Background: an optimization exercise with open tools, aiming at small area. Do not read the settings as production practice. Only simulation tests tie the RTL to the original design; equivalence was not proved. No driver is modelled on the clock port, so clocking that relies on it looks cheaper here than on a real chip. No activity file was given, so power comes from the tool's default toggle rates.

$ cat flow/flow/run.sh
#!/bin/bash
# Layout flow: the standard flow (standard synthesis included), with
#  - one sky130_fd_sc_hd__buf_1 on each input and output port instead of the
#    default port buffer cell;
#  - clock tree synthesis without dummy loads, with sinks clustered in
#    groups of up to 20 within 150 um.
# make's full output goes to make_finish.log in the work folder; ORFS keeps
# each step's log under orfs/logs/.
set -euo pipefail
bash standard.sh \
  'BUFFER_PORTS_ARGS=-buffer_cell sky130_fd_sc_hd__buf_1' \
  'CTS_ARGS=-sink_clustering_enable -repair_clock_nets -dont_use_dummy_load -sink_clustering_size 20 -sink_clustering_max_diameter 150' \
  finish > make_finish.log 2>&1
$ cat flow/standard.sh
#!/bin/bash
# synth_recipe.tcl (not shown) runs the flow's synth.tcl, then flattens the netlist and writes it again
# the make line also repeats each setting of config.mk as NAME=value (left out here)
make -C /OpenROAD-flow-scripts/flow DESIGN_CONFIG=/design/flow/config.mk WORK_HOME=/design/flow/orfs CLKGATE_MAP_FILE= SYNTH_SCRIPT=/design/flow/synth_recipe.tcl "${@:-finish}"
$ cat flow/config.mk
export PLATFORM = sky130hd
export DESIGN_NAME = Single_cycle_CPU
export DESIGN_NICKNAME = Single_cycle_CPU
export VERILOG_FILES = /design/flow/design.v
export SDC_FILE = /design/flow/constraint.sdc
export NUM_CORES = 4
export LEC_CHECK = 0
export CAP_MARGIN = 20
export CORE_MARGIN = 2
export CORE_UTILIZATION = 50
export SETUP_SLACK_MARGIN = 0.3
export SLEW_MARGIN = 20
export SYNTH_HIERARCHICAL = 1
$ cat flow/constraint.sdc
create_clock -name core_clock -period 13.0 [get_ports {Clk}]
set_input_delay 2.6000 -clock core_clock [delete_from_list [all_inputs] [get_ports {Clk}]]
set_output_delay 2.6000 -clock core_clock [all_outputs]
set_load 0.01 [all_outputs]
$ cat flow/design.v
module controlUnit(op,fn,aluqb,se,wreg,regrt,wmem,lw,sub,lg,lgo,j,br,bne);
    input  [5:0] op,fn;
    output aluqb,se,wreg,regrt,wmem,lw,sub,lg,lgo,j,br,bne;
    wire is_R = ~op[5] & ~op[3] & ~op[2] & ~op[1];
    assign br    = ~op[3] & op[2];                  
    assign bne   = op[0];
    assign j     = ~op[5] & op[1];
    assign aluqb = op[5] | op[3] | op[1];           
    assign se    = op[5] | ~op[2] & ~op[1];         
    assign wreg  = ~op[5] & ~op[1] & ~(op[2] & ~op[3]) | op[5] & ~op[3];
    assign regrt = op[5] | op[3];
    assign wmem  = op[5] & op[3];
    assign lw    = op[5];                           
    assign sub   = is_R & fn[1] | br;
    assign lg    = is_R & fn[2] | op[3] & op[2];
    assign lgo   = is_R & fn[2] & fn[0] | op[3] & op[2] & op[0];
endmodule
module G_INV(a,y);          input a; output y; assign y = ~a; endmodule
module G_NAND2(a,b,y);      input a,b; output y; assign y = ~(a & b); endmodule
module G_NOR2(a,b,y);       input a,b; output y; assign y = ~(a | b); endmodule
module G_AND3(a,b,c,y);     input a,b,c; output y; assign y = a & b & c; endmodule
module G_NAND3(a,b,c,y);    input a,b,c; output y; assign y = ~(a & b & c); endmodule
module G_NAND4(a,b,c,d,y);  input a,b,c,d; output y; assign y = ~(a & b & c & d); endmodule
module G_NOR4(a,b,c,d,y);   input a,b,c,d; output y; assign y = ~(a | b | c | d); endmodule
module G_OR3(a,b,c,y);      input a,b,c; output y; assign y = a | b | c; endmodule
module G_XOR2(a,b,y);       input a,b; output y; assign y = a ^ b; endmodule
module G_XNOR2(a,b,y);      input a,b; output y; assign y = ~(a ^ b); endmodule
module G_A21O(a1,a2,b1,y);  input a1,a2,b1; output y; assign y = (a1 & a2) | b1; endmodule
module G_O21AI(a1,a2,b1,y); input a1,a2,b1; output y; assign y = ~((a1 | a2) & b1); endmodule
module G_A22O(a1,a2,b1,b2,y);  input a1,a2,b1,b2; output y; assign y = (a1 & a2) | (b1 & b2); endmodule
module G_A22OI(a1,a2,b1,b2,y); input a1,a2,b1,b2; output y; assign y = ~((a1 & a2) | (b1 & b2)); endmodule
module G_A221OI(a1,a2,b1,b2,c1,y); input a1,a2,b1,b2,c1; output y; assign y = ~((a1 & a2) | (b1 & b2) | c1); endmodule
module G_A222OI(a1,a2,b1,b2,c1,c2,y); input a1,a2,b1,b2,c1,c2; output y; assign y = ~((a1 & a2) | (b1 & b2) | (c1 & c2)); endmodule
module G_MUX2(a0,a1,s,y);   input a0,a1,s; output y; assign y = s ? a1 : a0; endmodule
module G_HA(a,b,s,co);      input a,b; output s,co; assign s = a ^ b; assign co = a & b; endmodule
module G_FA(a,b,c,s,co);    input a,b,c; output s,co; assign s = a ^ b ^ c; assign co = (a & b) | (c & (a ^ b)); endmodule
module G_A211O(a1,a2,b1,c1,y); input a1,a2,b1,c1; output y; assign y = (a1 & a2) | b1 | c1; endmodule
module G_A221O(a1,a2,b1,b2,c1,y); input a1,a2,b1,b2,c1; output y; assign y = (a1 & a2) | (b1 & b2) | c1; endmodule
module G_OR2(a,b,y);       input a,b; output y; assign y = a | b; endmodule
module G_A21OI(a1,a2,b1,y); input a1,a2,b1; output y; assign y = ~((a1 & a2) | b1); endmodule
module CLA4P(a,b,G,P);
    input [3:0] a,b; output G,P;
    wire [3:0] g = a & b, t = a | b;
    assign G = g[3] | t[3] & (g[2] | t[2] & (g[1] | t[1] & g[0]));
    assign P = &t;
endmodule
module CLA4N(a,b,Gn,Pn);
    input [3:0] a,b; output Gn,Pn;
    wire [3:0] g = a & b, t = a | b;
    assign Gn = ~(g[3] | t[3] & (g[2] | t[2] & (g[1] | t[1] & g[0])));
    assign Pn = ~&t;
endmodule
module G_NOR3(a,b,c,y);     input a,b,c; output y; assign y = ~(a | b | c); endmodule
module RDBIT(d,s,y);
    input  [31:1] d,s;
    output y;
    wire [10:0] t;
    genvar i;
    generate
        for (i = 0; i < 10; i = i + 1) begin : a
            G_A222OI u(d[3*i+1], s[3*i+1], d[3*i+2], s[3*i+2], d[3*i+3], s[3*i+3], t[i]);
        end
    endgenerate
    G_NAND2 u10(d[31], s[31], t[10]);
    wire o0, o1, o2;
    G_NAND4 n0(t[0], t[1], t[2], t[3], o0);
    G_NAND4 n1(t[4], t[5], t[6], t[7], o1);
    G_NAND3 n2(t[8], t[9], t[10], o2);
    G_OR3   n3(o0, o1, o2, y);
endmodule
module NPC(pc,imm,ji,j,taken,npc);
    input  [29:0] pc;
    input  [15:0] imm;
    input  [25:0] ji;
    input         j,taken;
    output [29:0] npc;
    genvar k;
    wire [15:0] p4;
    wire [16:0] ci;
    G_INV u0(pc[0], p4[0]);
    assign ci[1] = pc[0];
    generate
        for (k = 1; k < 16; k = k + 1) begin : inc
            G_HA u(pc[k], ci[k], p4[k], ci[k+1]);
        end
    endgenerate
    wire [15:0] bt;
    wire [16:0] bc;
    G_HA b0(p4[0], imm[0], bt[0], bc[1]);
    generate
        for (k = 1; k < 16; k = k + 1) begin : lo
            G_FA u(p4[k], imm[k], bc[k], bt[k], bc[k+1]);
        end
    endgenerate
    wire [29:16] hi_inc, hi_dec;
    wire [30:16] ic, nb;      
    G_INV ui(pc[16], hi_inc[16]);
    assign hi_dec[16] = hi_inc[16];
    assign ic[17] = pc[16];
    assign nb[17] = pc[16];
    generate
        for (k = 17; k < 30; k = k + 1) begin : hi
            G_HA    u(pc[k], ic[k], hi_inc[k], ic[k+1]);
            G_XNOR2 d(pc[k], nb[k], hi_dec[k]);
            if (k < 29) begin : o
                G_OR2 b(pc[k], nb[k], nb[k+1]);
            end
        end
    endgenerate
    wire cy    = ci[16] | bc[16];
    wire b_inc = cy & ~imm[15];
    wire b_dec = ~cy & imm[15];
    wire s_inc = taken ? b_inc : ci[16];     
    wire s_dec = taken & b_dec;
    wire s_pc  = ~(s_inc | s_dec);
    wire t_inc = ~j & s_inc;                 
    wire t_pc  = ~j & s_pc;
    wire ntj   = ~j & ~taken;
    generate
        for (k = 0; k < 16; k = k + 1) begin : nlo
            wire t;
            G_A222OI u(ji[k], j, bt[k], taken, p4[k], ntj, t);
            G_INV    v(t, npc[k]);
        end
        for (k = 16; k < 30; k = k + 1) begin : nhi
            wire t;
            if (k < 26) begin : jj
                wire t2;
                G_A222OI u(hi_inc[k], t_inc, hi_dec[k], s_dec, pc[k], t_pc, t);
                G_NAND2  w(ji[k], j, t2);
                G_NAND2  v(t, t2, npc[k]);
            end else begin : nj
                G_A222OI u(hi_inc[k], s_inc, hi_dec[k], s_dec, pc[k], s_pc, t);
                G_INV    v(t, npc[k]);
            end
        end
    endgenerate
endmodule
module ALU(a,b,sub,lg,lgn,lgo,lgon,r,z);
    input  [31:0] a,b;
    input         sub,lg,lgn,lgo,lgon;
    output [31:0] r;
    output        z;
    wire [31:0] bb, s;
    wire [8:0]  cb;       
    assign cb[0] = sub;
    genvar i, k;
    generate
        for (i = 0; i < 32; i = i + 1) begin : x
            G_XOR2 ub(b[i], sub, bb[i]);
        end
        for (k = 0; k < 8; k = k + 1) begin : blk
            wire [3:0] ci;
            wire [3:0] bp, bpn, bgn;    
            assign ci[0] = cb[k];
            for (i = 0; i < 4; i = i + 1) begin : bt
                localparam integer n = 4*k + i;
                if ((k + i) % 2 == 0) begin : t
                    wire p, gl;
                    G_XOR2 up(a[n], bb[n], p);
                    assign bp[i] = p;
                    assign bpn[i] = 1'b0;   
                    assign bgn[i] = 1'b0;   
                    if (i < 3) begin : c
                        G_A22OI uc(a[n], bb[n], p, ci[i], ci[i+1]);
                    end
                    G_XOR2  us(p, ci[i], s[n]);
                    G_AND3  ug(a[n], bb[n], lg, gl);
                    G_A221O ur(s[n], lgn, p, lgo, gl, r[n]);
                end else begin : f
                    wire pn, gn, gl, po;
                    G_XNOR2 up(a[n], bb[n], pn);
                    G_NAND2 ug(a[n], bb[n], gn);
                    assign bp[i] = 1'b0;    
                    assign bpn[i] = pn;
                    assign bgn[i] = gn;
                    if (i < 3) begin : c
                        G_O21AI uc(pn, ci[i], gn, ci[i+1]);
                    end
                    G_XOR2  us(pn, ci[i], s[n]);
                    G_NOR2  ul(gn, lgn, gl);
                    G_NOR2  uo(pn, lgon, po);
                    G_A211O ur(s[n], lgn, po, gl, r[n]);
                end
            end
            if (k < 7) begin : la
                if (k % 2 == 0) begin : e
                    wire g0n, x1, x2n, G, pp, P;
                    G_NAND2 n0(a[4*k], bb[4*k], g0n);
                    G_O21AI n1(bpn[1], g0n, bgn[1], x1);
                    G_A22OI n2(a[4*k+2], bb[4*k+2], bp[2], x1, x2n);
                    G_O21AI n3(bpn[3], x2n, bgn[3], G);
                    G_NAND2 n4(bp[0], bp[2], pp);
                    G_NOR3  n5(pp, bpn[1], bpn[3], P);
                    G_A21OI c(P, cb[k], G, cb[k+1]);
                end else begin : o
                    wire g0, x1n, x2, Gn, pp, Pn;
                    G_INV   n0(bgn[0], g0);
                    G_A22OI n1(a[4*k+1], bb[4*k+1], bp[1], g0, x1n);
                    G_O21AI n2(bpn[2], x1n, bgn[2], x2);
                    G_A22OI n3(a[4*k+3], bb[4*k+3], bp[3], x2, Gn);
                    G_NAND2 n4(bp[1], bp[3], pp);
                    G_OR3   n5(bpn[0], bpn[2], pp, Pn);
                    G_O21AI c(Pn, cb[k], Gn, cb[k+1]);
                end
            end
        end
    endgenerate
    wire [7:0] n;
    generate
        for (i = 0; i < 8; i = i + 1) begin : zt
            G_NOR4 u(r[4*i], r[4*i+1], r[4*i+2], r[4*i+3], n[i]);
        end
    endgenerate
    wire z0, z1;
    G_NAND4 uz0(n[0], n[1], n[2], n[3], z0);
    G_NAND4 uz1(n[4], n[5], n[6], n[7], z1);
    G_NOR2  uz2(z0, z1, z);
endmodule
module dffe32(Dn,Clk,e,e_n,q);
    input  [31:0] Dn;
    input         Clk,e,e_n;
    output reg [31:0] q;
    always @(posedge Clk)
        q <= ~(({32{e}} | q) & ({32{e_n}} | Dn));
endmodule
module Regfilee(Ra,Rb,D,Wr,We,Clk,Clrn,Qa,Qb);
    input  [4:0]  Ra,Rb,Wr;
    input  [31:0] D;
    input         We,Clk,Clrn;
    output [31:0] Qa,Qb;
    wire [31:0] r [1:31];
    reg  [31:1] valid;
    reg         ph;
    always @(posedge Clk or negedge Clrn)
        if (!Clrn) ph <= 1'b0;
        else       ph <= ~ph;
    wire [31:0] Dn;
    genvar i, b;
    generate
        for (b = 0; b < 32; b = b + 1) begin : wd
            G_XOR2 u(D[b], ph, Dn[b]);
        end
    endgenerate
    wire [31:1] wen;
    wire [31:1] sa, sb;
    generate
        for (i = 1; i < 32; i = i + 1) begin : g
            assign wen[i] = We & (Wr == i);
            assign sa[i]  = valid[i] & (Ra == i);
            assign sb[i]  = valid[i] & (Rb == i);
            dffe32 w(Dn, Clk, wen[i], ~wen[i], r[i]);
        end
    endgenerate
    always @(posedge Clk or negedge Clrn)
        if (!Clrn) valid <= 31'b0;
        else       valid <= valid | wen;
    wire sela = |sa, selb = |sb;
    wire pa = ph & sela, pb = ph & selb;
    generate
        for (b = 0; b < 32; b = b + 1) begin : rb
            wire [31:1] col;
            wire ra, rbv;
            for (i = 1; i < 32; i = i + 1) begin : c
                assign col[i] = r[i][b];
            end
            RDBIT ua(col, sa, ra);
            RDBIT ub(col, sb, rbv);
            G_XOR2 xa(ra, pa, Qa[b]);
            G_XOR2 xb(rbv, pb, Qb[b]);
        end
    endgenerate
endmodule
module Single_cycle_CPU(Clk,Clrn,Inst,Date_out,PC,We,R,Date_in,X,Y);
    input  [31:0] Inst,Date_out;
    input         Clk,Clrn;
    output        We;
    output [31:0] R,Date_in,PC,X,Y;
    wire aluqb, se, wreg, regrt, wmem, lw, sub, lg, lgo, j, br, bne;
    controlUnit cu(Inst[31:26], Inst[5:0], aluqb, se, wreg, regrt, wmem, lw, sub, lg, lgo, j, br, bne);
    wire [31:0] qa, qb, y, r;
    wire        z;
    wire aluqbn = ~aluqb;
    wire sx = aluqb & se & Inst[15];
    genvar k;
    generate
        for (k = 0; k < 16; k = k + 1) begin : ylo
            G_A22O u(Inst[k], aluqb, qb[k], aluqbn, y[k]);
        end
        for (k = 16; k < 32; k = k + 1) begin : yhi
            G_A21O u(qb[k], aluqbn, sx, y[k]);
        end
    endgenerate
    ALU alu(qa, y, sub, lg, ~lg, lgo, ~lgo, r, z);
    wire lwn = ~lw;
    wire [31:0] d;
    generate
        for (k = 0; k < 32; k = k + 1) begin : dm
            G_A22O u(Date_out[k], lw, r[k], lwn, d[k]);
        end
    endgenerate
    wire [4:0] wr = regrt ? Inst[20:16] : Inst[15:11];
    Regfilee rf(Inst[25:21], Inst[20:16], d, wr, wreg, Clk, Clrn, qa, qb);
    reg  [31:2] pc;
    wire [31:2] npc;
    wire taken = br & (z ^ bne);
    NPC un(pc, Inst[15:0], Inst[25:0], j, taken, npc);
    always @(posedge Clk or negedge Clrn)
        if (!Clrn) pc <= 30'b0;
        else       pc <= npc;
    assign PC      = {pc, 2'b00};
    assign We      = wmem;
    assign R       = r;
    assign X       = qa;
    assign Y       = y;
    assign Date_in = qb;
endmodule
==> results of run 1 <==
metrics by stage:
stage | area (µm²) | power [µW]
detailed placement | 46700 | 10000
global route | 48200 | 12500
global placement | 46700 | 9930
floorplan | 43900 | 8280
CTS | 48100 | 11900
finish | 48200 | 12000
registers in the layout, summed over array words and instances (netlist names):
name	flops
rf.g.w.q	992
rf.valid	31
pc	30
rf.ph	1
modules after synthesis (local to each module, per instance), a selection:
module / flops+latches / cells inside / cell area, µm²
G_NOR4: 0 / 1 / 12.5
NPC: 0 / 9 / 72.6
G_A211O: 0 / 1 / 8.76
G_NAND3: 0 / 1 / 5.00
G_XOR2: 0 / 1 / 8.76
G_A21OI: 0 / 1 / 8.76
Regfilee: 32 / 305 / 2360
G_NOR3: 0 / 1 / 10.0
Single_cycle_CPU: 30 / 45 / 862
kinds of logic (layout without fill, tap and decap cells):
family | count (synthesis) | in the layout | synth area share
other | 1 | 5 | 0.0000854
DFF | 1054 | 1054 | 0.487
muxes | 11 | 11 | 0.00273
AOI/OAI and AO/OA | 1840 | 1840 | 0.328
xor gates and xnor gates | 206 | 206 | 0.0411
adders and majority gates | 44 | 44 | 0.0151
buffers and inverters | 268 | 560 | 0.0423
and+or+nand+nor | 662 | 662 | 0.0830
cells in the final DEF (no fill, tap or decap), types with 6 or more instances in the layout:
| master | netlist | final |
|---|---|---|
| and3_2 | 0 | 32 |
| fa_1 | 15 | 15 |
| or3_1 | 67 | 67 |
| dfrtp_1 | 62 | 61 |
| xor2_2 | 0 | 34 |
| a22oi_2 | 22 | 22 |
| nand2_1 | 160 | 136 |
| nor3b_1 | 6 | 6 |
| a211o_1 | 16 | 16 |
| nor4_2 | 8 | 8 |
| nand2b_1 | 30 | 30 |
| o22ai_1 | 992 | 992 |
| clkbuf_16 | 0 | 58 |
| nand3_1 | 67 | 67 |
| nand4_1 | 131 | 131 |
| ha_1 | 29 | 29 |
| xnor2_1 | 29 | 29 |
| a22o_1 | 54 | 54 |
| nor2_4 | 0 | 8 |
| dfxtp_1 | 992 | 992 |
| xor2_1 | 177 | 143 |
| buf_4 | 4 | 216 |
| nor2_1 | 59 | 47 |
| and3_1 | 69 | 37 |
| mux2_2 | 8 | 8 |
| a21o_1 | 16 | 16 |
| or2_1 | 13 | 13 |
| a222oi_1 | 670 | 670 |
| o21ai_1 | 28 | 24 |
| nand2_2 | 0 | 24 |
| a221o_1 | 16 | 16 |
| buf_1 | 0 | 219 |
| nand3b_1 | 8 | 8 |
| inv_1 | 62 | 61 |
power by group through the flow:
stage / Sequential, µW / Clock [µW] / Combinational (µW)
after floorplan: 5560 / 0 / 2730
after detailed placement: 5790 / 0 / 4260
after global routing: 5950 / 1970 / 4620
final: 5800 / 1870 / 4370
after CTS: 5740 / 1870 / 4260
after global placement: 5750 / 0 / 4180
per-layer routing:
layer	vias to the layer above	share of wire	track usage
met1	21500	0.37	0.565
met4	4	0.077	0.281
met5	-	0.00026	0.00212
li1	18300	-	-
met2	3824	0.40	0.587
met3	730	0.15	0.128
final cells by class:
class / instances / area (µm²) / share of cell area
sequential: 1054 / 21400 / 0.444
multi-input combinational: 2765 / 21200 / 0.439
timing repair buffer: 440 / 2490 / 0.0516
clock buffer: 58 / 1450 / 0.0301
tap: 1155 / 1450 / 0.0300
inverter: 62 / 233 / 0.00483
antenna: 3 / 7.51 / 0.000156
repair_timing:
action                                  in CTS  in global routing
hold endpoints to repair                     0                  0
endpoints found under the setup margin       1                 14
pin swaps                                    0                  0
hold buffers                                 0                  0
gates resized for setup                      2                  7
final timing paths:
check                                    startpoint                        to  slack [ns]  depth (start not counted)
max                                        Inst[21]                     R[31]        0.57                         23
min                        rf.g[31].w.q[31]$_DFF_P_  rf.g[31].w.q[31]$_DFF_P_        0.47                          1
max reg2reg                  rf.valid[24]$_DFF_PN0_          pc[26]$_DFF_PN0_        3.17                         33
min reg2reg                rf.g[31].w.q[31]$_DFF_P_  rf.g[31].w.q[31]$_DFF_P_        0.47                          1
max in group asynchronous                      Clrn           rf.ph$_DFF_PN0_       10.21                          2
min in group asynchronous                      Clrn          pc[25]$_DFF_PN0_        2.13                          2
==> impl_metrics.tcl, run 1 <==
set metrics [dict create \
    vias 44400 \
    worst-path-buf-inv 2 \
    routed_wl_mm 201 \
    p_sw_uw 4940 \
    hold_class "flop to flop" \
    synth_edf_count 0 \
    place_hpwl_mm 127 \
    status "finished clean" \
    post-route-period-util 0.956 \
    place_congestion 0.984 \
    ctsRootBufferMaster "clkbuf_16" \
    synth_warnings 9 \
    drive_gt1_frac 0.103 \
    report.final.slew_viol_count 0 \
    fin_ws_ns 0.571 \
    powerDensity_nw_per_um2 250 \
    intPower_uw 7110 \
    tightest_slew_ns 1.24 \
    core_um2 86900 \
    cp_cell_sequence "clkdlybuf4s15_1 > and2_0 > and3_2 > a222oi_1 > nand4_1 > or3_1 > xor2_1 > xor2_1 > nand2_1 > nor3_2 > a21oi_2 > o21ai_2 > a21oi_4 > o21ai_1 > a21oi_2 > o21ai_1 > a21oi_2 > o21ai_2 > a22oi_2 > o21ai_1 > xor2_1 > a221o_1 > buf_1" \
    cts_sinks 1054 \
    cts_tree "yes" \
    critPathMaxStageDelay_ns 0.61 \
    synth_area_leader_cell "dfxtp_1" \
    maxCapViolCount 0 \
    syn_inst 4086 \
    synth_seq_area_share 0.487 \
    final_antenna_net_count 0 \
    path_max_fanout 19 \
    ys_top_cells_by_count "dfxtp_1, o22ai_1, a222oi_1" \
    antenna_found_initial 6 \
    htreeDepth 2 \
    leakage_uw 0.0182 \
    cts.reportedPaths.clkPinSlew_ns 0.09 \
    worstSetupEndpointType "output port" \
    period_needed_ns 12.43 \
    ys.flop_type "dfxtp_1" \
    grt_max_degree 63 \
    p_comb_frac 0.363 \
    place_ws_ns -0.0627 \
    ys_types 63 \
    ys_ff_latch 1054 \
    fin_setup_tns_ns 0 \
    setup_viol 0 \
    rsz0062_at_grt "false" \
    crit_arrival_ns 9.83 \
    drt_iter0_markers 10500 \
    seqPwrFrac 0.481 \
    drt_first_pass_iters 13 \
    placement_rows 108 \
    synthArstFlopShare 0.0588 \
    ir_drop_mv 0.237 \
    required_ns 10.40 \
    fin_skew_ns 0.0596 \
    synth_top_area_frac 0.452 \
    stdcell_count 5537 \
    max_freq_mhz 80.5 \
    vias_per_cell 8.02 \
    cpMaxStageDelayCell "and2_0" \
    overflow 0 \
    timing.hold.ws_ns 0.472 \
    cts_buffers 58 \
    synth_area_leaders "dfxtp_1, a222oi_1, o22ai_1" \
    nets 4491 \
    die_y_um 300 \
    postLayoutCoreUtil 0.555 \
    post_drt_wl_per_cell_um 36.3 \
    path_class "input port to output port" \
    post_cts_buffers 0 \
    switching_share 0.410 \
    drc_errors 0 \
    grt_pass1_vias 40500 \
    track_usage 0.423 \
    grt_pass1_wl_mm 284 \
    power_frac_clock 0.155 \
    die_area_um2 90300 \
    area_delta_synth_final_pct 9.70 \
    path_delay_family "compound AO/OA/AOI/OAI gates" \
    setup.worst_path.start_class "input port" \
    synth_area_um2 43900 \
    start_util 0.506 \
    io_buffer_count 223 \
    dp.cells 5476 \
    fillers 7877 \
    clk_latency_ns 0.69 \
    relSlewSlack 0.172 \
    avgSynthCellArea_um2 10.8 \
    finalHoldViolCount 0 \
    io_pins 227 \
    fp.dieW_um 300 \
    cts_buffer_depth 3 \
]
==> run 2, diff against run 1 <==
==> flow/flow/run.sh (replaced) <==
#!/bin/bash
# Layout flow: the standard flow (standard synthesis included), with
#  - one sky130_fd_sc_hd__buf_1 on each input and output port instead of the
#    default port buffer cell;
#  - clock tree synthesis without dummy loads, with sinks clustered in
#    groups of up to 24 within 150 um;
#  - after global-route timing repair, gates on paths with positive slack
#    are sized down (ORFS's RECOVER_POWER step).
# make's full output goes to make_finish.log in the work folder; ORFS keeps
# each step's log under orfs/logs/.
set -euo pipefail
bash standard.sh \
  'BUFFER_PORTS_ARGS=-buffer_cell sky130_fd_sc_hd__buf_1' \
  'CTS_ARGS=-sink_clustering_enable -repair_clock_nets -dont_use_dummy_load -sink_clustering_size 24 -sink_clustering_max_diameter 150' \
  'RECOVER_POWER=100' \
  finish > make_finish.log 2>&1
--- a/flow/config.mk
+++ b/flow/config.mk
@@ -8,6 +8,7 @@
 export CAP_MARGIN = 20
 export CORE_MARGIN = 2
 export CORE_UTILIZATION = 50
+export PLACE_DENSITY = 0.75
 export SETUP_SLACK_MARGIN = 0.3
 export SLEW_MARGIN = 20
 export SYNTH_HIERARCHICAL = 1
==> impl_metrics.tcl, run 2 <==
set metrics [dict create \
    fillers 7787 \
    core_um2 86900 \
    ys_top_cells_by_count "dfxtp_1, o22ai_1, a222oi_1" \
    path_delay_family "compound AO/OA/AOI/OAI gates" \
    mostFrequentLayoutCells "o22ai_1, dfxtp_1, a222oi_1, buf_1, nand2_1" \
    area_delta_synth_final_pct 8.30 \
    drt_iter0_markers 13400 \
    critPathMaxStageDelay_ns 0.88 \
    hold_class "flop to flop" \
    place_hpwl_mm 121 \
    hold_depth 1 \
    synth_warnings 9 \
    io_buffer_count 223 \
    post_cts_buffers 0 \
    top_register "rf.g.w.q" \
    final_antenna_net_count 0 \
    cpMaxStageDelayCell "clkbuf_1" \
    worst-path-buf-inv 4 \
    vias 45700 \
    ys_ff_latch 1054 \
    avgSynthCellArea_um2 10.8 \
    dp.cells 5490 \
    path_class "input port to output port" \
    hold_buffers 0 \
    ys.flop_type "dfxtp_1" \
    powerDensity_nw_per_um2 248 \
    status "complete, but fails checks" \
    place_ws_ns 0.278 \
    antenna_found_initial 4 \
    grt_use_met2 0.551 \
    grt_use_met3 0.154 \
    synth_seq_area_share 0.487 \
    leakage_uw 0.0179 \
    cts_buffer_depth 3 \
    cts_tree "yes" \
    grt_pass1_vias 42100 \
    cts_sinks 1054 \
    report.final.slew_viol_count 2249 \
    cts.reportedPaths.clkPinSlew_ns 0.10 \
    post_drt_wl_per_cell_um 34.7 \
    largest_reg_flops 992 \
    fin_ws_ns 0.263 \
    drive_gt1_frac 0.0703 \
    cp_cell_sequence "clkbuf_1 > nor2b_1 > and3_2 > nor4_1 > nand4_1 > o31a_1 > buf_4 > clkbuf_1 > xor2_1 > xnor2_1 > o21ai_1 > a22oi_2 > o21ai_1 > a21oi_2 > o21ai_1 > a21oi_2 > o21ai_2 > a22oi_1 > o21ai_1 > xor2_1 > a221o_1 > buf_1" \
    grt_pass1_wl_mm 275 \
    post-route-cell-area_um2 47600 \
    drc_errors 0 \
    relSlewSlack -1.34 \
    grt-busiest-layer "met2" \
    routed_wl_mm 192 \
    rsz0062_at_grt "false" \
    place_congestion 0.990 \
    synth_area_leaders "dfxtp_1, a222oi_1, o22ai_1" \
    synth_area_um2 43900 \
    vias_per_cell 8.25 \
    r2r_cells 32 \
    syn_inst 4086 \
    die_y_um 300 \
    required_ns 10.40 \
    top_regs "rf.g.w.q x992, rf.valid x31, pc x30" \
    maxCapViolCount 68 \
    start_util 0.506 \
    period_needed_ns 12.74 \
    fin_setup_tns_ns 0 \
    place_area_um2 46700 \
    nets 4496 \
    setup_viol 0 \
    synth_edf_count 0 \
    io_pins 227 \
    failed_checks "max-capacitance violations, max-slew violations" \
    ir_drop_mv 0.284 \
    cts_buffers 49 \
    path_max_fanout 17 \
    ys_types 63 \
    worstSetupEndpointType "output port" \
    track_usage 0.401 \
    htreeDepth 2 \
    synthArstFlopShare 0.0588 \
    fp.dieW_um 300 \
    drt_first_pass_iters 15 \
    die_area_um2 90300 \
    synth_top_area_frac 0.452 \
    grt_max_degree 63 \
    stdcell_count 5542 \
    fin_skew_ns 0.0555 \
    max_freq_mhz 78.5 \
    use_met1 0.519 \
    setup.worst_path.start_class "input port" \
    crit_top_cell "o21ai_1" \
    tightest_slew_ns 3.51 \
    post-route-period-util 0.980 \
    overflow 0 \
    finalHoldViolCount 0 \
    cp_num_cells 22 \
    placement_rows 108 \
    clk_latency_ns 0.67 \
    synth_area_leader_cell "dfxtp_1" \
    crit_arrival_ns 10.14 \
    ctsRootBufferMaster "clkbuf_16" \
]
[run 2: cell types whose count changed in the layout (fill, tap and decap cells not counted), sizes merged]
cell,before,now
clkbuf,59,136
clkdlybuf4s15,1,0
buf,438,367
[run 2: cells by family after synthesis]
family / Yosys count / share of synthesized area
buffers and inverters: 268 / 0.0423
XOR/XNOR: 206 / 0.0411
other: 1 / 0.0000854
multiplexers: 11 / 0.00273
adder cells (fa/ha/maj): 44 / 0.0151
flip-flops: 1054 / 0.487
AO/OA/AOI/OAI: 1840 / 0.328
AND/OR/NAND/NOR: 662 / 0.0830
[run 2: where the power goes]
group	internal, µW	switching [µW]
sequential	4690	1140
clock	675	1040
combinational	1560	2710
[run 2: path summary, 6_finish.rpt]
check | startpoint | to | slack (ns)
worst min register to register | rf.g[31].w.q[13]$_DFF_P_ | rf.g[31].w.q[13]$_DFF_P_ | 0.47
worst max register to register | rf.valid[19]$_DFF_PN0_ | pc[4]$_DFF_PN0_ | 2.68
worst max-delay path | Inst[22] | R[31] | 0.26
max in group asynchronous | Clrn | rf.ph$_DFF_PN0_ | 7.29
min in group asynchronous | Clrn | pc[22]$_DFF_PN0_ | 3.22
worst min-delay path | rf.g[31].w.q[13]$_DFF_P_ | rf.g[31].w.q[13]$_DFF_P_ | 0.47
[run 2: what timing repair did]
action | 4_1_cts | 5_1_grt
endpoints found under the setup margin | 0 | 12
resized for setup | 0 | 5
endpoints found under the hold margin | 0 | 0
[run 2: per-stage QoR]
stage	utilization	hold slack, ns	total power [µW]
5_1_grt	0.548	0.488	12200
3_5_place_dp	0.537	0.459	9960
3_3_place_gp	0.537	0.451	9780
4_1_cts	0.551	0.474	11600
6_report	0.548	0.472	11800
2_1_floorplan	-	0.440	8280
[run 2: Yosys stat by module (local to each module, per instance), a selection]
module,cell area (µm²),times used
dffe32,890,31
Single_cycle_CPU,862,1
NPC,72.6,1
G_A22OI,12.5,22
G_NOR4,12.5,8
G_A221O,10.0,16
G_XOR2,8.76,176
G_A22O,8.76,48
G_A21O,7.51,16
G_AND3,6.26,16
G_OR2,6.26,12
G_OR3,6.26,67
G_NAND3,5.00,64
G_O21AI,5.00,26
G_NOR2,3.75,33
G_NAND2,3.75,111
[run 2: layout make-up]
type / instances / area (µm²) / share of cell area
clock buffer: 49 / 1230 / 0.0258
sequential: 1054 / 21400 / 0.450
tap: 1155 / 1450 / 0.0304
timing repair buffer: 454 / 2270 / 0.0478
inverter: 62 / 233 / 0.00489
antenna: 3 / 7.51 / 0.000158
multi-input combinational: 2765 / 21000 / 0.441
[run 2: layer usage]
layer,routed length [µm],vias up
met5,245,-
met2,75000,4781
met4,15800,6
li1,-,18300
met1,65800,21600
met3,35500,974
==> run 3, diff against run 2 <==
==> flow/flow/run.sh (replaced) <==
#!/bin/bash
# Layout flow: the standard flow (standard synthesis included), with
#  - one sky130_fd_sc_hd__buf_1 on each input and output port instead of the
#    default port buffer cell;
#  - clock tree synthesis without dummy loads, with sinks clustered in
#    groups of up to 24 within 150 um;
#  - after clock tree synthesis, logic cells the flow sized up are sized
#    back down where timing and slew allow (flow/downsize.tcl).
# Each tool's full output goes to a log in the work folder (make_cts.log,
# downsize.log, make_finish.log); ORFS keeps each step's log under orfs/logs/.
set -euo pipefail
VARS=(
  'BUFFER_PORTS_ARGS=-buffer_cell sky130_fd_sc_hd__buf_1'
  'CTS_ARGS=-sink_clustering_enable -repair_clock_nets -dont_use_dummy_load -sink_clustering_size 24 -sink_clustering_max_diameter 150'
)
bash standard.sh "${VARS[@]}" cts > make_cts.log 2>&1
RESULTS="$PWD/orfs/results/sky130hd/Single_cycle_CPU/base" \
  openroad -no_init -exit flow/downsize.tcl > downsize.log 2>&1
bash standard.sh "${VARS[@]}" finish > make_finish.log 2>&1
==> flow/flow/downsize.tcl (new file) <==
# Size down logic cells that the flow drove up (drive strength 2 or more)
# where timing and slew allow: each candidate is swapped to the _1 (or _0)
# size of the same cell and kept only if setup slack stays at least the
# margin, hold slack stays positive, and no max-slew (with a 20% margin) or
# max-capacitance limit is broken. Flip-flops, buffers, inverters and
# clock cells are left alone. Reads and rewrites results/4_cts.odb.
set R $::env(RESULTS)
set P $::env(FLOW_HOME)/platforms/sky130hd
read_liberty $P/lib/sky130_fd_sc_hd__tt_025C_1v80.lib
read_db $R/4_cts.odb
read_sdc $R/4_cts.sdc
source $P/setRC.tcl
set_propagated_clock [all_clocks]
estimate_parasitics -placement
set_max_transition 1.2 [current_design]

set wns0 [sta::worst_slack -max]
set setup_min [expr {min($wns0, 0.3)}]
set slew0 [sta::max_slew_violation_count]
set cap0 [sta::max_capacitance_violation_count]
puts "start: area [format %.1f [expr {[rsz::design_area]*1e12}]] wns $wns0 hold [sta::worst_slack -min] slew_viol $slew0 cap_viol $cap0"

set n 0
set tried 0
foreach inst [get_cells *] {
  set ref [get_property $inst ref_name]
  if {![regexp {^sky130_fd_sc_hd__([a-z0-9]+)_([0-9]+)$} $ref -> base size]} { continue }
  if {$size <= 1} { continue }
  if {[regexp {^(buf|clkbuf|inv|clkinv|bufinv|bufbuf|df|edf|sdf|sedf|dl|conb|tap|fill|decap|diode|clkdly|dlygate|dlymetal|lpflow|probe|ebuf|einv)} $base]} { continue }
  set small ""
  foreach s {1 0} {
    set c [get_lib_cells -quiet sky130_fd_sc_hd__${base}_$s]
    if {$c != ""} { set small $c; break }
  }
  if {$small == ""} { continue }
  incr tried
  set old [get_lib_cells $ref]
  replace_cell $inst $small
  if {[sta::worst_slack -max] < $setup_min || [sta::worst_slack -min] < 0.05 ||
      [sta::max_slew_violation_count] > $slew0 || [sta::max_capacitance_violation_count] > $cap0} {
    replace_cell $inst $old
  } else {
    incr n
  }
}
puts "downsized $n of $tried candidates"
puts "end: area [format %.1f [expr {[rsz::design_area]*1e12}]] wns [sta::worst_slack -max] hold [sta::worst_slack -min] slew_viol [sta::max_slew_violation_count] cap_viol [sta::max_capacitance_violation_count]"
check_placement -verbose
write_db $R/4_cts.odb
==> impl_metrics.tcl, run 3 <==
set metrics [dict create \
    status "finished clean" \
    mostFrequentLayoutCells "o22ai_1, dfxtp_1, a222oi_1, buf_4, buf_1" \
    core_um2 86900 \
    syn_inst 4086 \
    ys_ff_latch 1054 \
    ys_top_cells_by_count "dfxtp_1, o22ai_1, a222oi_1" \
    yosys.area_share.simple 0.0830 \
    postLayoutCoreUtil 0.546 \
    multiInputGateArea_um2 20500 \
    period_needed_ns 12.59 \
    place_congestion 0.990 \
    die_area_um2 90300 \
    fp.dieW_um 300 \
    synth_edf_count 0 \
    relSlewSlack 0.103 \
    drc_errors 0 \
    synth_compound_area_frac 0.328 \
    synthArstFlopShare 0.0588 \
    cts_buffers 49 \
    maxCapViolCount 0 \
    synth_area_leader_cell "dfxtp_1" \
    largest_reg_flops 992 \
    hold_buffers 0 \
    synth_xor_area_frac 0.0411 \
    fin_ws_ns 0.409 \
    io_buffer_count 223 \
    dp.cells 5490 \
    leakage_uw 0.0181 \
    required_ns 10.40 \
    path_class "input port to output port" \
    seq_area_um2 21400 \
    ys_types 63 \
    routed_wl_mm 192 \
    critPathMaxStageDelay_ns 0.63 \
    cts.reportedPaths.clkPinSlew_ns 0.09 \
    placement_rows 108 \
    io_pins 227 \
    ctsResizeCount 0 \
    cts_tree "yes" \
    synth_seq_area_share 0.487 \
    cpMaxStageDelayCell "or4_1" \
    p_comb_frac 0.360 \
    grt_max_degree 63 \
    vias 45600 \
    synth_top_family_by_area "compound AO/OA/AOI/OAI gates" \
    seqPwrFrac 0.495 \
    hold_depth 1 \
    ys.flop_type "dfxtp_1" \
    grt_pass1_wl_mm 275 \
    start_util 0.506 \
    post_drt_wl_per_cell_um 34.7 \
    htreeDepth 2 \
    place_hpwl_mm 121 \
    fin_setup_tns_ns 0 \
    finalHoldViolCount 0 \
    report.final.slew_viol_count 0 \
    ir_drop_mv 0.274 \
    avgSynthCellArea_um2 10.8 \
    cts_sinks 1054 \
    nets 4496 \
    fillers 7795 \
    crit_arrival_ns 9.99 \
    vias_per_cell 8.23 \
    path_max_fanout 11 \
    die_y_um 300 \
    synth_warnings 9 \
    ctsRootBufferMaster "clkbuf_16" \
    worstSetupEndpointType "output port" \
    rsz0062_at_grt "false" \
    p_sw_uw 4830 \
    setup.worst_path.start_class "input port" \
    post_cts_buffers 0 \
    intPower_uw 6920 \
    place_ws_ns 0.278 \
    drt_iter0_markers 13400 \
    r2r_cells 32 \
    stdcell_count 5541 \
    drt_first_pass_iters 14 \
    final_antenna_net_count 0 \
    antenna_found_initial 2 \
    track_usage 0.402 \
    setup_viol 0 \
    powerDensity_nw_per_um2 248 \
    power_frac_clock 0.146 \
    fin_skew_ns 0.0579 \
    clk_latency_ns 0.67 \
    overflow 0 \
    synth_area_leaders "dfxtp_1, a222oi_1, o22ai_1" \
    tightest_slew_ns 1.34 \
    drive_gt1_frac 0.0696 \
    top_regs "rf.g.w.q x992, rf.valid x31, pc x30" \
    cts_buffer_depth 3 \
    max_freq_mhz 79.4 \
    synth_top_area_frac 0.452 \
    grt_pass1_vias 42100 \
    synthMuxAreaShare 0.00273 \
    area_delta_synth_final_pct 7.99 \
    synth_area_um2 43900 \
    post-route-period-util 0.969 \
    hold_class "flop to flop" \
    synthAdderAreaFrac 0.0151 \
    switching_share 0.411 \
    top_register "rf.g.w.q" \
]
## run 3: power by group through the flow
stage | clock network [µW] | registers, µW | logic, µW
2_1_floorplan | 0 | 5560 | 2730
3_3_place_gp | 0 | 5730 | 4060
3_5_place_dp | 0 | 5800 | 4160
4_1_cts | 1690 | 5740 | 4160
5_1_grt | 1800 | 5960 | 4430
6_report | 1710 | 5810 | 4230
## run 3: worst max-delay path: cells and delay by family
kind	cells	cell delay, ns
simple gates	3	1.27
buf+inv	3	0.63
xor+xnor	4	1.09
compound gates	16	4.37
## run 3: logic make-up after synthesis
family / after synthesis
AO/OA/AOI/OAI: 1840
XOR/XNOR: 206
adder cells (fa/ha/maj): 44
buffers and inverters: 268
flip-flops: 1054
multiplexers: 11
other: 1
AND/OR/NAND/NOR: 662
## run 3: routing by layer
| layer | vias up | wire length [µm] | global-route usage |
|---|---|---|---|
| met5 | - | 214 | 0.0169 |
| met4 | 2 | 15400 | 0.269 |
| met3 | 937 | 35200 | 0.155 |
| met2 | 4695 | 74900 | 0.550 |
| met1 | 21600 | 66500 | 0.520 |
| li1 | 18400 | - | - |
## run 3: metrics by stage
step / total power (µW) / area (µm²) / hold WS [ns]
6_report: 11800 / 47400 / 0.474
5_1_grt: 12200 / 47400 / 0.488
4_1_cts: 11600 / 47900 / 0.474
3_5_place_dp: 9960 / 46700 / 0.459
3_3_place_gp: 9780 / 46700 / 0.451
2_1_floorplan: 8280 / 43900 / 0.440
## run 3: worst paths after layout
kind                                         start                 endpoint  slack (ns)
hold / removal             rf.g[31].w.q[0]$_DFF_P_  rf.g[31].w.q[0]$_DFF_P_        0.47
setup / recovery                          Inst[20]                    R[31]        0.41
hold reg to reg            rf.g[31].w.q[0]$_DFF_P_  rf.g[31].w.q[0]$_DFF_P_        0.47
setup reg to reg            rf.valid[20]$_DFF_PN0_         pc[27]$_DFF_PN0_        2.76
min in group asynchronous                     Clrn         pc[22]$_DFF_PN0_        2.12
max in group asynchronous                     Clrn          rf.ph$_DFF_PN0_       10.23
## run 3: Yosys stat by module, one instance, submodules excluded, a selection
| module | flops+latches | times used |
|---|---|---|
| G_INV | 0 | 25 |
| G_A22OI | 0 | 22 |
| G_NAND4 | 0 | 130 |
| G_OR3 | 0 | 67 |
| G_XOR2 | 0 | 176 |
| G_A21O | 0 | 16 |
| G_NOR3 | 0 | 4 |
| G_FA | 0 | 15 |
| G_A221O | 0 | 16 |
| controlUnit | 0 | 1 |
| G_XNOR2 | 0 | 29 |
| dffe32 | 32 | 31 |
| G_NOR2 | 0 | 33 |
| G_NAND3 | 0 | 64 |
| Regfilee | 32 | 1 |
## run 3: final cells by class
cell class              instances  area share
diodes                          2    0.000105
clock buffers                  49      0.0258
inverters                      62     0.00490
multi-input cells            2765       0.433
flip-flops and latches       1054       0.451
well taps                    1155      0.0305
repair buffers                454      0.0543
==> run 4, diff against run 3 <==
--- a/flow/flow/run.sh
+++ b/flow/flow/run.sh
@@ -4,8 +4,8 @@
 #    default port buffer cell;
 #  - clock tree synthesis without dummy loads, with sinks clustered in
 #    groups of up to 24 within 150 um;
-#  - after clock tree synthesis, logic cells the flow sized up are sized
-#    back down where timing and slew allow (flow/downsize.tcl).
+#  - after clock tree synthesis, cells the flow sized up (buffers included)
+#    are sized back down where timing and slew allow (flow/downsize.tcl).
 # Each tool's full output goes to a log in the work folder (make_cts.log,
 # downsize.log, make_finish.log); ORFS keeps each step's log under orfs/logs/.
 set -euo pipefail
==> flow/flow/downsize.tcl (replaced) <==
# Size down cells that the flow drove up (drive strength 2 or more) where
# timing and slew allow: each candidate is swapped to the smallest size of
# the same cell and kept only if setup slack stays at least the
# margin, hold slack stays positive, and no max-slew (with a 20% margin) or
# max-capacitance limit is broken. Flip-flops and clock cells are left
# alone (the port buffers are already the smallest buffer).
# Reads and rewrites results/4_cts.odb.
set R $::env(RESULTS)
set P $::env(FLOW_HOME)/platforms/sky130hd
read_liberty $P/lib/sky130_fd_sc_hd__tt_025C_1v80.lib
read_db $R/4_cts.odb
read_sdc $R/4_cts.sdc
source $P/setRC.tcl
set_propagated_clock [all_clocks]
estimate_parasitics -placement
set_max_transition 1.2 [current_design]

set wns0 [sta::worst_slack -max]
set setup_min [expr {min($wns0, 0.3)}]
set slew0 [sta::max_slew_violation_count]
set cap0 [sta::max_capacitance_violation_count]
puts "start: area [format %.1f [expr {[rsz::design_area]*1e12}]] wns $wns0 hold [sta::worst_slack -min] slew_viol $slew0 cap_viol $cap0"

set n 0
set tried 0
foreach inst [get_cells *] {
  set ref [get_property $inst ref_name]
  if {![regexp {^sky130_fd_sc_hd__([a-z0-9]+)_([0-9]+)$} $ref -> base size]} { continue }
  if {$size <= 1} { continue }
  if {[regexp {^(clkbuf|clkinv|bufinv|bufbuf|df|edf|sdf|sedf|dl|conb|tap|fill|decap|diode|clkdly|dlygate|dlymetal|lpflow|probe|ebuf|einv)} $base]} { continue }
  set old [get_lib_cells $ref]
  set done 0
  foreach s {0 1 2} {
    if {$done || $s >= $size} { continue }
    set c [get_lib_cells -quiet sky130_fd_sc_hd__${base}_$s]
    if {$c == ""} { continue }
    incr tried
    replace_cell $inst $c
    if {[sta::worst_slack -max] < $setup_min || [sta::worst_slack -min] < 0.05 ||
        [sta::max_slew_violation_count] > $slew0 || [sta::max_capacitance_violation_count] > $cap0} {
      replace_cell $inst $old
    } else {
      incr n
      set done 1
    }
  }
}
puts "downsized $n of $tried candidates"
puts "end: area [format %.1f [expr {[rsz::design_area]*1e12}]] wns [sta::worst_slack -max] hold [sta::worst_slack -min] slew_viol [sta::max_slew_violation_count] cap_viol [sta::max_capacitance_violation_count]"
check_placement -verbose
write_db $R/4_cts.odb
==> impl_metrics.tcl, run 4 <==
set metrics [dict create \
    core_um2 86900 \
    drt_iter0_markers 13900 \
    synthArstFlopShare 0.0588 \
    cts.reportedPaths.clkPinSlew_ns 0.09 \
    fin_skew_ns 0.0555 \
    report.final.slew_viol_count 0 \
    syn_inst 4086 \
    cts_tree "yes" \
    io_pins 227 \
    final_antenna_net_count 0 \
    io_buffer_count 223 \
    finalHoldViolCount 0 \
    worstSetupEndpointType "output port" \
    synth_compound_area_frac 0.328 \
    cp_cell_sequence "buf_1 > buf_1 > nor3b_1 > and3_1 > nor3_1 > nand2_1 > o31a_1 > buf_1 > buf_6 > clkbuf_2 > xor2_1 > xnor2_1 > o21ai_1 > a22oi_1 > o21ai_1 > a21oi_1 > o21ai_1 > a21oi_1 > o21ai_2 > a22oi_1 > o21ai_1 > xor2_1 > a221o_1 > buf_1" \
    mostFrequentLayoutCells "o22ai_1, dfxtp_1, a222oi_1, buf_1, xor2_1" \
    critPathMaxStageDelay_ns 0.64 \
    placement_rows 108 \
    nets 4501 \
    path_max_fanout 13 \
    synth_warnings 9 \
    ys_top_cells_by_count "dfxtp_1, o22ai_1, a222oi_1" \
    required_ns 10.40 \
    fp.dieW_um 300 \
    setup.worst_path.start_class "input port" \
    start_util 0.506 \
    ys.flop_type "dfxtp_1" \
    ys_types 63 \
    highest_layer "met5" \
    tightest_slew_ns 1.29 \
    r2r_cells 32 \
    largest_reg_flops 992 \
    area_delta_synth_final_pct 6.93 \
    synthMuxAreaShare 0.00273 \
    crit_arrival_ns 9.97 \
    powerDensity_nw_per_um2 249 \
    synth_edf_count 0 \
    hold_class "flop to flop" \
    wl_met3_mm 35.3 \
    vias 45800 \
    cts_buffer_depth 3 \
    post-route-period-util 0.967 \
    place_congestion 0.990 \
    top_regs "rf.g.w.q x992, rf.valid x31, pc x30" \
    status "finished clean" \
    max_freq_mhz 79.6 \
    die_area_um2 90300 \
    yosys.area_share.simple 0.0830 \
    antenna_found_initial 4 \
    ir_drop_mv 0.273 \
    grt_max_degree 63 \
    rsz0062_at_grt "false" \
    p_total_uw 11700 \
    cpMaxStageDelayCell "o31a_1" \
    leakage_uw 0.0178 \
    synth_area_leaders "dfxtp_1, a222oi_1, o22ai_1" \
    hold_buffers 0 \
    htreeDepth 2 \
    avgSynthCellArea_um2 10.8 \
    place_hpwl_mm 121 \
    post_drt_wl_per_cell_um 34.6 \
    top_register "rf.g.w.q" \
    fin_setup_tns_ns 0 \
    setup_viol 0 \
    synthAdderAreaFrac 0.0151 \
    drive_gt1_frac 0.0617 \
    track_usage 0.402 \
    overflow 0 \
    relSlewSlack 0.138 \
    die_y_um 300 \
    maxCapViolCount 0 \
    period_needed_ns 12.57 \
    drt-met1-wl_mm 66.5 \
    cts_sinks 1054 \
    synth_xor_area_frac 0.0411 \
    synth_area_leader_cell "dfxtp_1" \
    ctsRootBufferMaster "clkbuf_16" \
    cts_buffers 49 \
    synth_seq_area_share 0.487 \
    routed_wl_mm 192 \
    synth_area_um2 43900 \
    drt_first_pass_iters 15 \
    drc_errors 0 \
    crit_start "Inst[25]" \
    path_class "input port to output port" \
    ys_ff_latch 1054 \
    hold_depth 1 \
    r2r_start "rf.valid[15]$_DFF_PN0_" \
    grt_pass1_vias 42100 \
    synth_top_area_frac 0.452 \
    vias_per_cell 8.24 \
    route.met2.wl_mm 74.9 \
    synth_top_family_by_area "compound AO/OA/AOI/OAI gates" \
    grt_pass1_wl_mm 275 \
    min_from "rf.g[8].w.q[16]$_DFF_P_" \
    clk_latency_ns 0.67 \
]
-- run 4: cell count changes in the layout (fill, tap and decap cells not counted), moves of 3 or more --
cell,before,now
buf_4,231,3
buf_2,1,124
buf_1,219,270
clkbuf_2,3,47
clkbuf_4,0,10
diode_2,2,7
and3_1,68,64
or2_0,0,4
or2_1,17,13
and3_2,3,6
buf_6,0,3
-- run 4: stage by stage --
step	area (µm²)	setup slack [ns]	util	hold WS, ns	std cells
floorplan	43900	0.932	-	0.440	4087
global placement	46700	0.515	0.537	0.451	5490
detailed placement	46700	0.278	0.537	0.459	5490
CTS	47900	0.605	0.551	0.474	5539
global route	47000	0.276	0.541	0.488	5550
finish	47000	0.429	0.541	0.477	5551
-- run 4: per-module statistics from Yosys, one instance, submodules excluded, excerpt --
module | cells | times used | flops+latches | cell area (µm²)
G_A22OI | 1 | 22 | 0 | 12.5
G_OR2 | 1 | 12 | 0 | 6.26
NPC | 9 | 1 | 0 | 72.6
G_NOR3 | 1 | 4 | 0 | 10.0
Single_cycle_CPU | 45 | 1 | 30 | 862
G_A221O | 1 | 16 | 0 | 10.0
G_A22O | 1 | 48 | 0 | 8.76
G_A211O | 1 | 16 | 0 | 8.76
G_A21OI | 1 | 4 | 0 | 8.76
-- run 4: worst max-delay path: cells and delay by family --
family | cells | cell delay, ns
buffers and inverters | 6 | 2.03
AND/OR/NAND/NOR | 4 | 1.45
XOR/XNOR | 3 | 1.05
AO/OA/AOI/OAI | 11 | 2.81
-- run 4: cells by family after synthesis --
| logic type | count (synthesis) |
|---|---|
| compound gates | 1840 |
| simple gates | 662 |
| mux | 11 |
| fa+ha+maj | 44 |
| xor+xnor | 206 |
| buf+inv | 268 |
| other cells | 1 |
| flops | 1054 |
-- run 4: where the power goes --
group / total, µW / internal, µW / leakage, µW / switching, µW
clock: 1710 / 675 / 0.000604 / 1040
sequential: 5820 / 4680 / 0.00922 / 1140
combinational: 4190 / 1520 / 0.00797 / 2670
-- run 4: path summary, 6_finish.rpt --
check | to | slack, ns
setup reg to reg | pc[27]$_DFF_PN0_ | 2.77
max in group asynchronous | rf.ph$_DFF_PN0_ | 10.22
setup / recovery | R[31] | 0.43
hold reg to reg | rf.g[8].w.q[16]$_DFF_P_ | 0.48
min in group asynchronous | pc[22]$_DFF_PN0_ | 2.10
hold / removal | rf.g[8].w.q[16]$_DFF_P_ | 0.48
-- run 4: final cells by class --
class	count	area (µm²)
repair buffers	459	2040
fillers	7917	39900
multi-input cells	2765	20600
diodes	7	17.5
inverters	62	233
flip-flops and latches	1054	21400
clock buffers	49	1230
well taps	1155	1450
-- run 4: repair_timing --
item,4_1_cts,5_1_grt
hold endpoints to repair,0,0
setup endpoints to repair,0,44
setup buffers,0,0
gates resized for setup,0,120
-- run 4: per-layer routing --
layer | global-route usage | up-vias
met5 | 0.0169 | -
met4 | 0.267 | 6
met3 | 0.155 | 946
met2 | 0.552 | 4826
met1 | 0.521 | 21600
li1 | - | 18400
==> run 5, diff against run 4 <==
--- a/flow/flow/downsize.tcl
+++ b/flow/flow/downsize.tcl
@@ -16,7 +16,7 @@
 set_max_transition 1.2 [current_design]
 
 set wns0 [sta::worst_slack -max]
-set setup_min [expr {min($wns0, 0.3)}]
+set setup_min [expr {min($wns0, 0.2)}]
 set slew0 [sta::max_slew_violation_count]
 set cap0 [sta::max_capacitance_violation_count]
 puts "start: area [format %.1f [expr {[rsz::design_area]*1e12}]] wns $wns0 hold [sta::worst_slack -min] slew_viol $slew0 cap_viol $cap0"
--- a/flow/config.mk
+++ b/flow/config.mk
@@ -9,6 +9,6 @@
 export CORE_MARGIN = 2
 export CORE_UTILIZATION = 50
 export PLACE_DENSITY = 0.75
-export SETUP_SLACK_MARGIN = 0.3
+export SETUP_SLACK_MARGIN = 0.2
 export SLEW_MARGIN = 20
 export SYNTH_HIERARCHICAL = 1
==> impl_metrics.tcl, run 5 <==
set metrics [dict create \
    ys.flop_type "dfxtp_1" \
    io_buffer_count 223 \
    place_congestion 0.990 \
    grt_max_degree 63 \
    cts_buffers 49 \
    leakage_uw 0.0178 \
    fin_setup_tns_ns 0 \
    synthArstFlopShare 0.0588 \
    drt_first_pass_iters 17 \
    synth_area_um2 43900 \
    clk_latency_ns 0.67 \
    synth_top_area_frac 0.452 \
    r2r_start "rf.valid[8]$_DFF_PN0_" \
    ys_top_cells_by_count "dfxtp_1, o22ai_1, a222oi_1" \
    top_register "rf.g.w.q" \
    powerDensity_nw_per_um2 250 \
    setup.worst_path.start_class "input port" \
    grt_use_met2 0.552 \
    status "finished clean" \
    min_to "rf.g[31].w.q[13]$_DFF_P_" \
    largest_reg_flops 992 \
    mostFrequentLayoutCells "o22ai_1, dfxtp_1, a222oi_1, buf_1, xor2_1" \
    start_util 0.506 \
    ff2ff_setup_slack_ns 2.77 \
    avgSynthCellArea_um2 10.8 \
    place_area_um2 46700 \
    drive_gt1_frac 0.0602 \
    path_class "input port to output port" \
    core_um2 86900 \
    syn_inst 4086 \
    power_frac_clock 0.146 \
    routed_wl_mm 193 \
    die_area_um2 90300 \
    hold_class "flop to flop" \
    grt_pass1_wl_mm 275 \
    required_ns 10.40 \
    ctsResizeCount 0 \
    grt-busiest-layer "met2" \
    r2r_cells 33 \
    worstReg2RegEnd "pc[27]$_DFF_PN0_" \
    placement_rows 108 \
    fp.dieW_um 300 \
    post_drt_wl_per_cell_um 34.7 \
    path_max_fanout 20 \
    maxCapViolCount 0 \
    cts.reportedPaths.clkPinSlew_ns 0.10 \
    synth_area_leader_cell "dfxtp_1" \
    die_y_um 300 \
    setup_viol 0 \
    io_pins 227 \
    report.final.slew_viol_count 0 \
    grt_use_met3 0.155 \
    ctsRootBufferMaster "clkbuf_16" \
    hold_depth 1 \
    htreeDepth 2 \
    rsz0062_at_grt "false" \
    tightest_slew_ns 1.28 \
    place_hpwl_mm 121 \
    fin_skew_ns 0.0591 \
    drc_errors 0 \
    cts_sinks 1054 \
    post_cts_buffers 0 \
    antenna_found_initial 4 \
    track_usage 0.402 \
    vias_per_cell 8.23 \
    ys_types 63 \
    vias 45700 \
    drt_iter0_markers 13800 \
    post-route-period-util 0.981 \
    postLayoutCoreUtil 0.540 \
    intPower_uw 6870 \
    cts_tree "yes" \
    finalHoldViolCount 0 \
    switching_share 0.414 \
    p_sw_uw 4850 \
    post-route-cell-area_um2 47000 \
    max_freq_mhz 78.4 \
    synth_area_leaders "dfxtp_1, a222oi_1, o22ai_1" \
    grt_pass1_vias 42100 \
    crit_arrival_ns 10.16 \
    p_comb_frac 0.358 \
    nets 4501 \
    period_needed_ns 12.76 \
    worstSetupEndpointType "output port" \
    cts_buffer_depth 3 \
    hold_buffers 0 \
    synth_warnings 9 \
    min_from "rf.g[31].w.q[13]$_DFF_P_" \
    area_delta_synth_final_pct 6.88 \
    synth_seq_area_share 0.487 \
    seqPwrFrac 0.496 \
    ir_drop_mv 0.275 \
    overflow 0 \
    ys_ff_latch 1054 \
    synth_edf_count 0 \
    top_regs "rf.g.w.q x992, rf.valid x31, pc x30" \
    relSlewSlack 0.142 \
    use_met1 0.521 \
    final_antenna_net_count 0 \
]
## run 5: cell counts after synthesis
No cell type changed its count.
## run 5: per-layer routing
metal | routed length [µm] | up-vias | part of all wire
met3 | 35300 | 903 | 0.18
met4 | 15000 | 6 | 0.078
met1 | 66400 | 21700 | 0.34
li1 | - | 18400 | -
met2 | 75600 | 4773 | 0.39
met5 | 258 | - | 0.0013
## run 5: logic make-up after synthesis
family,Yosys count,share of synthesized area
XOR/XNOR,206,0.0411
adder cells (fa/ha/maj),44,0.0151
AO/OA/AOI/OAI,1840,0.328
flip-flops,1054,0.487
other,1,0.0000854
multiplexers,11,0.00273
buffers and inverters,268,0.0423
AND/OR/NAND/NOR,662,0.0830
## run 5: layout make-up
| type | count | area (µm²) |
|---|---|---|
| diodes | 9 | 22.5 |
| clock buffers | 49 | 1230 |
| fillers | 7921 | 39900 |
| inverters | 62 | 233 |
| multi-input cells | 2765 | 20600 |
| flip-flops and latches | 1054 | 21400 |
| well taps | 1155 | 1450 |
| repair buffers | 459 | 2040 |
## run 5: metrics by stage
step           hold WS [ns]  setup WS (ns)  std cells  power (µW)
6_report              0.475          0.243       5553       11700
2_1_floorplan         0.440          0.932       4087        8280
4_1_cts               0.474          0.605       5539       11600
3_5_place_dp          0.459          0.278       5490        9960
3_3_place_gp          0.451          0.515       5490        9780
5_1_grt               0.488          0.196       5550       12200
## run 5: power by group through the flow
| stage | sequential, µW | clock (µW) | combinational, µW |
|---|---|---|---|
| 2_1_floorplan | 5560 | 0 | 2730 |
| 3_3_place_gp | 5730 | 0 | 4060 |
| 3_5_place_dp | 5800 | 0 | 4160 |
| 4_1_cts | 5740 | 1690 | 4160 |
| 5_1_grt | 5960 | 1800 | 4390 |
| 6_report | 5820 | 1710 | 4190 |
## run 5: how the worst max path moves through the flow
stage,start,endpoint,slack (ns),cells past startpoint
detailed placement,Inst[19],pc[27]$_DFF_PN0_,0.28,34
finish,Inst[22],R[31],0.24,26
CTS,Inst[19],R[31],0.61,25
global route,Inst[17],R[31],0.20,26
global placement,Inst[19],pc[27]$_DFF_PN0_,0.51,36
floorplan,Inst[19],R[31],0.93,24
## run 5: per-module statistics from Yosys (local to each module, per instance), a selection
module,flip-flops and latches,cell area [µm²]
G_A222OI,0,10.0
G_OR2,0,6.26
G_OR3,0,6.26
G_INV,0,3.75
G_A21OI,0,8.76
G_A211O,0,8.76
G_A21O,0,7.51
G_NOR2,0,3.75
controlUnit,0,118
Regfilee,32,2360
## run 5: critical path, stage by stage
cell and delay (ns):
buf_1 0.26, nor2_1 0.64, nand2_1 0.19, nor2_4 0.51
buf_2 0.68, a222oi_1 0.20, nand4_1 0.31, or3_1 0.19
xor2_1 0.45, xnor2_1 0.29, o21ai_1 0.10, a22oi_1 0.17
o21ai_1 0.10, a21oi_1 0.35, o21ai_2 0.18, a21oi_4 0.48
o21ai_1 0.23, a21oi_1 0.31, o21ai_1 0.18, a21oi_1 0.29
o21ai_2 0.20, a22oi_1 0.26, o21ai_1 0.13, xor2_1 0.17
a221o_1 0.49, buf_1 0.18

## static timing again, ports no longer ideal
No port has a modelled driver above. Below, the same layouts with a new extraction and two added sets of constraints. Step 1 sets driving cells, clkbuf_16 on the clock port and buf_2 on the other inputs (assumed; they add their load-dependent delay and slew). Step 2 adds t to the input delays and takes it off the output delays; t is the mean of the earliest and latest rising clock arrival at the registers after step 1. Input paths then give back, and output paths get back, about the clock's delay inside the block. Slacks: no drivers / after step 1 / after step 2; pairs: no drivers / after step 1.
run | t, ns | slack for setup (ns) | worst setup path after step 2 | worst data-port slew with drivers (ns)
run 1 | 0.738 | 0.571 / 0.545 / 0.158 | input to register | 0.05
run 2 | 0.715 | 0.263 / 0.229 / -0.309 | input to register | 0.05
run 3 | 0.713 | 0.409 / 0.387 / -0.173 | input to register | 0.06
run 4 | 0.712 | 0.429 / 0.405 / -0.106 | input to register | 0.05
run 5 | 0.710 | 0.243 / 0.216 / -0.153 | input to register | 0.05
The setup slack of run 3, which loses most, moves by -0.022 ns with the drivers and by -0.582 ns with both steps.
